This design comes from an exercise in tuning for a short achievable clock period and few clock cycles on the open sky130 flow, not from production work. The RTL was checked by simulation tests, not by an equivalence proof against the original design. Power figures rest on the tool's default switching activity, not on a simulated workload.

--- flow/config.mk ---
export PLATFORM = sky130hd
export DESIGN_NAME = lc_3b_processor
export DESIGN_NICKNAME = lc_3b_processor
export VERILOG_FILES = /design/flow/design.v
export SDC_FILE = /design/flow/constraint.sdc
export NUM_CORES = 4
export LEC_CHECK = 0
export CAP_MARGIN = 20
export CORE_MARGIN = 2
export CORE_UTILIZATION = 40
export SLEW_MARGIN = 20
--- flow/constraint.sdc ---
create_clock -name core_clock -period 8.0 [get_ports {clk}]
set_input_delay 1.6000 -clock core_clock [delete_from_list [all_inputs] [get_ports {clk}]]
set_output_delay 1.6000 -clock core_clock [all_outputs]
set_load 0.01 [all_outputs]
--- flow/design.v ---
module lc_3b_processor(clk,reset,mem_addr,mem_rdata,mem_wdata,mem_we,halt);
input clk,reset;
output [15:0] mem_addr;
input [15:0] mem_rdata;
output [15:0] mem_wdata;
output [1:0] mem_we;
output halt;
reg [15:0] areg;       
reg [15:0] fpc;        
reg        mcyc;       
reg        mld;        
reg [2:0]  mdr;        
reg        mbyte;      
reg [15:0] ir;         
reg [15:0] irpc;       
reg        irv;        
reg [15:0] rf [0:7];
reg        n, z, p;
reg [1:0]  we_r;
reg [15:0] wd_r;
reg        halt_r;
assign mem_addr  = areg;
assign mem_we    = we_r;
assign mem_wdata = wd_r;
assign halt      = halt_r;
wire [3:0] op = ir[15:12];
wire [2:0] dr = ir[11:9];
wire [2:0] sr1 = ir[8:6];
wire [15:0] a  = rf[sr1];
wire [15:0] b  = ir[5] ? {{11{ir[4]}}, ir[4:0]} : rf[ir[2:0]];
wire [15:0] sd = rf[dr];
wire xv = irv & ~mcyc & ~halt_r;
wire is_br   = (op == 4'b0000);
wire is_jsr  = (op == 4'b0100);
wire is_jmp  = (op == 4'b1100);
wire is_lea  = (op == 4'b1110);
wire is_ld   = (op == 4'b0010) | (op == 4'b0110);
wire is_st   = (op == 4'b0011) | (op == 4'b0111);
wire is_zero = (ir == 16'd0);
wire is_alu  = ~(is_br | is_jsr | is_jmp | is_lea | is_ld | is_st);
wire [15:0] off9  = {{6{ir[8]}}, ir[8:0], 1'b0};
wire [15:0] off11 = {{4{ir[10]}}, ir[10:0], 1'b0};
wire [15:0] off6  = ir[14] ? {{9{ir[5]}}, ir[5:0], 1'b0} : {{10{ir[5]}}, ir[5:0]};
wire [31:0] sra32 = {{16{a[15]}}, a} >> ir[3:0];
wire [15:0] sra = sra32[15:0];
reg [15:0] alu;
always @(*) begin
  case (op[3:2])
    2'b00: alu = a + b;
    2'b01: alu = a & b;
    2'b10: alu = a ^ b;
    default: case (ir[5:4])
      2'b00: alu = a << ir[3:0];
      2'b01: alu = a >> ir[3:0];
      default: alu = sra;
    endcase
  endcase
end
wire [15:0] brt  = irpc + (is_jsr ? off11 : off9);
wire [15:0] ea   = a + off6;
wire br_take = is_br & ~is_zero & ((ir[11] & n) | (ir[10] & z) | (ir[9] & p)) & (ir[8:0] != 9'd0);
wire jsr_rel = is_jsr & ir[11];
wire jsr_reg = is_jsr & ~ir[11] & (sr1 != 3'd7);    
wire redirect = xv & (br_take | is_jmp | jsr_rel | jsr_reg);
wire [15:0] rtarget = (br_take | jsr_rel) ? brt : a;
wire ldst = xv & (is_ld | is_st);
wire [15:0] xres = is_lea ? brt : alu;
wire xwr = xv & (is_alu | is_lea) & ~is_zero;
wire [15:0] ldata = ~mbyte ? mem_rdata :
                    areg[0] ? {{8{mem_rdata[15]}}, mem_rdata[15:8]} : {{8{mem_rdata[7]}}, mem_rdata[7:0]};
wire mwr = mcyc & mld & ~halt_r;
wire [15:0] wval = mwr ? ldata : xres;
wire [2:0]  wadr = mwr ? mdr : dr;
wire fetch_ok = ~mcyc & ~halt_r & ~redirect;
wire halt_f = fetch_ok & (mem_rdata == 16'd0) & ~(xv & is_st);
wire halt_x = irv & is_zero & ~halt_r;
integer i;
always @(posedge clk) begin
  if (!reset) begin
    areg <= 16'd0;
    mcyc <= 1'b0;
    mld <= 1'b0;
    irv <= 1'b0;
    n <= 1'b0; z <= 1'b0; p <= 1'b0;
    we_r <= 2'b00;
    halt_r <= 1'b0;
    for (i = 0; i < 8; i = i + 1) rf[i] <= 16'd0;
  end else begin
    if (mwr | xwr) begin
      rf[wadr] <= wval;
      n <= wval[15];
      z <= (wval == 16'd0);
      p <= ~wval[15] & (wval != 16'd0);
    end
    if (xv & is_jsr) rf[7] <= irpc;
    if (halt_f | halt_x) halt_r <= 1'b1;
    we_r <= 2'b00;
    if (mcyc) begin
      mcyc <= 1'b0;
      areg <= fpc;
    end else if (!halt_r) begin
      if (redirect) begin
        areg <= rtarget;
        irv <= 1'b0;
      end else begin
        ir <= mem_rdata;
        irpc <= areg + 16'd2;
        irv <= 1'b1;
        if (ldst) begin
          areg <= ea;
          fpc <= areg + 16'd2;
          mcyc <= 1'b1;
          mld <= is_ld;
          mdr <= dr;
          mbyte <= ~ir[14];
          if (is_st) begin
            we_r <= ir[14] ? 2'b11 : (ea[0] ? 2'b10 : 2'b01);
            wd_r <= ir[14] ? sd : {sd[7:0], sd[7:0]};
          end
        end else
          areg <= areg + 16'd2;
      end
    end
  end
end
endmodule
--- flow/run.sh ---
#!/bin/bash
# synth_recipe.tcl (not shown) runs the flow's synth.tcl, then flattens the netlist and writes it again
# the make line also repeats each setting of config.mk as NAME=value (left out here)
make -C /OpenROAD-flow-scripts/flow DESIGN_CONFIG=/design/flow/config.mk WORK_HOME=/design/flow/orfs CLKGATE_MAP_FILE= SYNTH_SCRIPT=/design/flow/synth_recipe.tcl finish
==> run summary <==
-- sequential cells by signal (all words and copies together), names as in the netlist, named ones only --
register and flops:
z 1, rf 128, mcyc 1, halt_r 1
irv 1, we_r 2, mbyte 1, irpc 16
fpc 16, mld 1, areg 16, n 1
ir 16, p 1, mdr 3, wd_r 16
-- cells in the final DEF, fill, tap and decap left out, types with 30 or more instances in the layout --
cell             netlist  routed
mux2_2                52      52
buf_4                  2      35
o21ai_0              106     106
nand3_1               33      33
clkdlybuf4s50_1        0      52
ha_1                  46      46
mux4_2               135     135
nor2b_1               31      31
nor3_1                41      40
nand2_1              159     155
a21oi_1               95      94
mux2i_1               89      89
inv_1                 36      36
a211oi_1              43      43
dfxtp_1               34      30
nor2_1               251     250
edfxtp_1             196     196
-- per-layer routing --
| layer | GRT usage, % | share of wire, % |
|---|---|---|
| met2 | 47.4 | 44 |
| met1 | 44.8 | 41 |
| met3 | 9.66 | 12 |
| met5 | 0 | 0 |
| met4 | 9.91 | 3.4 |
-- final cells by class --
cell class | instances | area, um^2 | area share (%)
multi-input cells | 1454 | 11500 | 55.6
well taps | 607 | 759 | 3.66
repair buffers | 88 | 803 | 3.87
clock inverters | 13 | 155 | 0.748
clock buffers | 36 | 769 | 3.71
inverters | 39 | 146 | 0.706
flip-flops and latches | 230 | 6570 | 31.7
-- synth_stat cells, types with 31 or more instances --
cell	number	area share, %
clkbuf_1	89	1.8
edfxtp_1	196	31
dfxtp_1	34	3.6
nor2b_1	31	1.0
nand2_1	159	3.2
nand3_1	33	0.88
mux2_2	52	3.1
a211oi_1	43	1.7
nor3_1	41	1.1
mux4_2	135	16
mux2i_1	89	4.7
o21ai_0	106	2.8
ha_1	46	3.1
a21oi_1	95	2.5
nor2_1	251	5.0
inv_1	36	0.72
-- logic make-up after synthesis --
| group | count (synthesis) | synth area share (%) |
|---|---|---|
| flops | 230 | 34.9 |
| mux | 278 | 24.3 |
| fa+ha+maj | 49 | 3.38 |
| compound gates | 464 | 16.6 |
| buf+inv | 174 | 3.92 |
| xor+xnor | 39 | 1.82 |
| simple gates | 624 | 15.1 |
-- power groups by stage --
stage | clock [mW] | combinational, mW | sequential (mW)
6_report | 1.30 | 1.48 | 1.50
2_1_floorplan | 0 | 0.996 | 1.45
3_5_place_dp | 0 | 1.43 | 1.52
4_1_cts | 1.31 | 1.44 | 1.50
5_1_grt | 1.36 | 1.57 | 1.50
3_3_place_gp | 0 | 1.43 | 1.52
-- worst max-delay path, stage by stage, from the launching register on --
cell and delay, ns:
dfxtp_1 0.31, buf_4 0.39, mux4_2 0.58, or2_2 0.32, nand2_1 0.28, inv_1 0.11
ha_1 0.28, fa_1 0.51, a211oi_1 0.31, o21ai_0 0.32, a21oi_1 0.29, nor2_1 0.10
o41ai_1 0.41, o21ai_0 0.14, o2111a_1 0.15, a21oi_1 0.56, nand3b_1 0.19, o221ai_1 0.12
-- worst min path at each step --
| stage | start | cells after the start | to |
|---|---|---|---|
| 6_report | fpc[8] | 2 | areg[8] |
| 5_1_grt | fpc[8] | 2 | areg[8] |
| 4_1_cts | fpc[8] | 2 | areg[8] |
| 3_5_place_dp | fpc[8] | 2 | areg[8] |
| 3_3_place_gp | fpc[2] | 2 | areg[2] |
| 2_1_floorplan | fpc[2] | 2 | areg[2] |
-- through the flow --
stage / worst slack (ns) / cell area (um^2)
3_3_place_gp: 2.67 / 19800
4_1_cts: 2.54 / 20700
2_1_floorplan: 3.36 / 18800
5_1_grt: 2.15 / 20700
3_5_place_dp: 2.58 / 19800
6_report: 2.42 / 20700
==> metrics.md <==
| Metric | Value |
|---|---|
| Clock transition at path regs | approximately 0.060 ns |
| Largest net degree at the start of global routing | 115 |
| H-tree levels | 1 |
| Area Overhead vs Synth | 10.3% |
| Syn Inst Count | roughly 1,900 |
| Critical path data required time | 8.40 ns |
| Synth async-reset ratio | 0% |
| Clk latency of the worst-skew pair | 0.57 ns |
| Max Fclk | roughly 0.18 GHz |
| Grt total ovfl | 0 |
| Status | complete, no violations |
| Syn nets | between 1,500 and 2,000 |
| Unrepaired setup endpoints after global routing | false |
| Post-Route WL | 77.9 mm |
| Gpl congestion | around 1 |
| Lkg Pwr | between 7 and 8 nW |
| Hold_ws | between 0.4 and 0.5 ns |
| Fin Setup TNS | 0 ns |
| VDD IR max | 0.000130 V |
| Yosys reg bits | 230 |
| Post-Syn Area | roughly 0.019 mm^2 |
| Fin crit period | between 5 and 6 ns |
| Port Buf Inserts | between 50 and 60 |
| YS warnings | 1 |
| Ports | 53 |
| # diodes | 0 |
| Total power | around 4.3 mW |
| Initial Util | around 40% |
| Postcts setup bufs | 0 |
| Clk sinks | 230 |
| Least-Margin Pin Slew | 1.16 ns |
| Final setup vio count | 0 |
| Switching power total | ~1.6 mW |
| Seq pwr share | approximately a third |
| Max transition margin | between 20% and 30% |
| Fillers | approximately 4,400 |
| CORE AREA | 0.0465 mm^2 |
| Number of max-cap violations | 0 |
| Clock network power share | a little over 30% |
| Cell area power density | approximately 210 mW/mm^2 |
| Setup crit end | p |
| Share of cells above drive strength 1 | between 10% and 20% |
| DRC | 0 |
| Final core occ | between 40 and 50% |
| HP Class | register to register |
| Inserted Clock Buffers | 27 |
| DR iter-0 viols | 2,533 |
| Comb power frac | approximately a third |
| Main flop type after synthesis | edfxtp_1 |
| CP Class | register to register |
| All-Layer GR Usage | a little under a third |
| TritonRoute pass-1 iters | 5 |
| CTS tree | yes |
| Nets | 1,907 |
| Worst-path maximum fanout | 39 |
| Initial antenna violation count | 0 |
| Via-per-instance ratio | approximately 7 |
| First-pass GRT wire length | around 110 mm |
| Cts repair resizes | 0 |
| Routed Antenna Nets | 0 |
| Clk buf depth | 3 |
| Row count | slightly below 80 |
| Arr. time, crit path | around 6.0 ns |
| Final Hold Violating Endpoints | 0 |
| Yosys cell types | approximately 90 |
| Die ar. | roughly 0.049 mm^2 |
| Number of global-route vias before repair | 16,100 |
| Switching share of total power | 36.8% |
| Die extent in y | ~220 um |
| CP endpoint kind | register |
| Number of max-slew violations in the final report | 0 |
| Post-route clock period utilization | between 60 and 70% |
| Sequential-to-total area share from yosys stat | a little over a third |
| Reg2reg end | p |
| Via count | 16,900 |
| Post-CTS Hold Buffers | 0 |
| Width of the die | about 220 um |
| Detailed Place HPWL | 57.7 mm |
| Worst R2R Setup Slack | 2.42 ns |
| R2R depth | 17 |
| Startpoint Class | register |
| Cell Count, Final, Fillers Out | 2,467 |
| Int Power | about 2.7 mW |
| Clock skew | 0.0176 ns |
| Inst Count DP | approximately 2,400 |
| Root Driver | clkbuf_16 |
| Routed length per instance | ~32 um |
| Post-synth EDFFs | approximately 200 |
| Syn Area/Cell | a little over 10 um^2 |
Testbench counts, summed over its fixed seeds: cycles 89,512.

-- what the ideal ports hide --
How much do the figures lean on ideal ports? The routed layout below was timed once more, with nothing changed but the port constraints. Step 1 assumes that a clkbuf_16 drives the clock port and a buf_2 every other input. Step 2 moves the port delays by t, midway between the first and last clock arrival at a register: inputs arrive t later, outputs are due t later. That takes back most of the time a late clock gives input paths. Slacks: ideal ports / drivers / drivers and shift; pairs: ideal ports / drivers.
t (ns): 0.615
setup WS [ns]: 2.420 / 2.420 / 2.420
hold slack, ns: 0.485 / 0.485 / 0.485
worst setup path after step 2: register to register
worst data-port slew with drivers (ns): 0.03
After both steps setup and hold are still met in this run. The setup slack of this run moves by 0.000 ns with the drivers and by 0.000 ns with both steps.
